Background: an optimization exercise with open tools, aiming at small area. Do not read the settings as production practice. The RTL was checked by simulation tests, not by an equivalence proof against the original design.

==> run X: inputs <==
Design rgb2ycrcb, start of the top module:
module rgb2ycrcb(clk, rst, r, g, b, y, cr, cb);
	input        clk;
	input        rst;
	input  [9:0] r, g, b;
	output reg [9:0] y, cr, cb;
	reg [31:0] pa;
	reg [33:0] pb;
	reg rst1, rst2;
	wire kill = rst | rst1 | rst2;
	wire x1;
	gxn ux1 (.a(r[0]), .b(g[0]), .y(x1));
	wire c2;
	assign c2 = (r[0] | ~g[0]);
	wire i3;
	assign i3 = ~g[1];
	wire s4;
	wire c5;
	fa us4 (.a(r[1]), .b(i3), .c(c2), .s(s4), .co(c5));
	wire i6;
	assign i6 = ~g[2];
	wire s7;
	wire c8;
	fa us7 (.a(r[2]), .b(i6), .c(c5), .s(s7), .co(c8));
	wire i9;
	assign i9 = ~g[3];
	wire s10;
	wire c11;
	fa us10 (.a(r[3]), .b(i9), .c(c8), .s(s10), .co(c11));
	wire i12;
	assign i12 = ~g[4];
	wire s13;
	wire c14;
	fa us13 (.a(r[4]), .b(i12), .c(c11), .s(s13), .co(c14));
	wire i15;
	assign i15 = ~g[5];
	wire s16;
	wire c17;
	fa us16 (.a(r[5]), .b(i15), .c(c14), .s(s16), .co(c17));
	wire i18;
	assign i18 = ~g[6];
	wire s19;
	wire c20;
	fa us19 (.a(r[6]), .b(i18), .c(c17), .s(s19), .co(c20));
	wire i21;
	assign i21 = ~g[7];
	wire s22;
	wire c23;
	fa us22 (.a(r[7]), .b(i21), .c(c20), .s(s22), .co(c23));
	wire i24;
	assign i24 = ~g[8];
	wire s25;
	wire c26;
	fa us25 (.a(r[8]), .b(i24), .c(c23), .s(s25), .co(c26));
	wire i27;
	assign i27 = ~g[9];
	wire s28;
	wire c29;
	fa us28 (.a(r[9]), .b(i27), .c(c26), .s(s28), .co(c29));
	wire x30;
  ...
export LEC_CHECK = 0
export CAP_MARGIN = 20
export CORE_MARGIN = 2
export CORE_UTILIZATION = 75
export GPL_TIMING_DRIVEN = 0
export SLEW_MARGIN = 20
export SYNTH_HIERARCHICAL = 1
export SYNTH_MINIMUM_KEEP_SIZE = 0
create_clock -name core_clock -period 6.0 [get_ports {clk}]
standard.sh (not shown) runs the stock make flow with config.mk's settings and CLKGATE_MAP_FILE= SYNTH_SCRIPT=/design/flow/synth_recipe.tcl, a recipe that flattens the netlist after the stock synthesis.
==> flow/flow/run.sh <==
#!/bin/bash
# Standard ORFS layout with two changes: small port buffers, and a clock tree of small
# buffers without dummy loads.
set -euo pipefail
bash standard.sh \
  "BUFFER_PORTS_ARGS=-buffer_cell sky130_fd_sc_hd__buf_1" \
  "CTS_ARGS=-sink_clustering_enable -repair_clock_nets -root_buf sky130_fd_sc_hd__clkbuf_8 -buf_list sky130_fd_sc_hd__clkbuf_4 -sink_clustering_size 6 -sink_clustering_max_diameter 25 -sink_clustering_levels 1 -dont_use_dummy_load" \
  finish > make_finish.log 2>&1
==> run H (differences from run X) <==
==> flow/flow/run.sh (replaced) <==
#!/bin/bash
# Standard ORFS layout with two changes: small port buffers, and a clock tree of small
# buffers without dummy loads.
set -euo pipefail
bash standard.sh \
  "BUFFER_PORTS_ARGS=-buffer_cell sky130_fd_sc_hd__buf_1" \
  "CTS_ARGS=-sink_clustering_enable -repair_clock_nets -buf_list sky130_fd_sc_hd__clkbuf_8 -dont_use_dummy_load" \
  finish > make_finish.log 2>&1
==> run summary <==
- In utilization, run H and run X do not differ.
- Wire length is the same in run H and run X.
- Design area is the same in run H and run X.
- Worst hold slack is the same in run X and run H.
- Via count is the same in run X and run H.
- In first-iteration DRC count, run H and run X do not differ.
==> figures <==
Outcome: run H no timing/DRC/antenna violations; run X no timing/DRC/antenna violations
Summed negative setup slack over all endpoints: run H 0 ns; run X 0 ns
Actual transition at the worst max-transition pin: run H 0.840 ns; run X 0.840 ns
RSZ-0062 raised after global routing: run H false; run X false
Buffers, non-clock: run H 62; run X 62
Cell occurring most often along the worst timing path: run H sky130_fd_sc_hd__fa_1; run X sky130_fd_sc_hd__fa_1
Slack of the worst reg-to-reg path: run H 0.29 ns; run X 0.29 ns
Primary FF master, synth: run H sky130_fd_sc_hd__dfxtp_1; run X sky130_fd_sc_hd__dfxtp_1
Met3 WL: run H 744 um; run X 744 um
Clock buffer count: run H 9; run X 9
Clock sink total: run H 96; run X 96
Routed wire length on met2: run H 6170 um; run X 6170 um
Cts hold-fix bufs: run H 0; run X 0
Clock-pin transition on the worst setup and hold timing paths: run H 0.10 ns; run X 0.10 ns
Post-route DRC: run H 0; run X 0
Root buffer cell: run H sky130_fd_sc_hd__clkbuf_8; run X sky130_fd_sc_hd__clkbuf_8
Final setup skew: run H 0.0366 ns; run X 0.0366 ns

## re-timing with driven ports
How much do the figures lean on ideal ports? The routed layouts below were timed once more, with nothing changed but the port constraints. Step 1 sets driving cells, clkbuf_16 on the clock port and buf_2 on the other inputs (assumed; they add their load-dependent delay and slew). Step 2 times the ports against the registers' clock, not the clock port: input delays grow and output delays shrink by t, the midpoint of the rising clock arrivals with the driver on. Slacks: no drivers / after step 1 / after step 2; pairs: no drivers / after step 1.
run	t (ns)	slack for setup (ns)	worst setup path after step 2	clock arrival spread, ns
run X	0.387	0.288 / 0.288 / 0.288	register to register	0.037 / 0.037
run H	0.387	0.288 / 0.288 / 0.288	register to register	0.037 / 0.037
After both steps setup and hold are still met in every run listed.
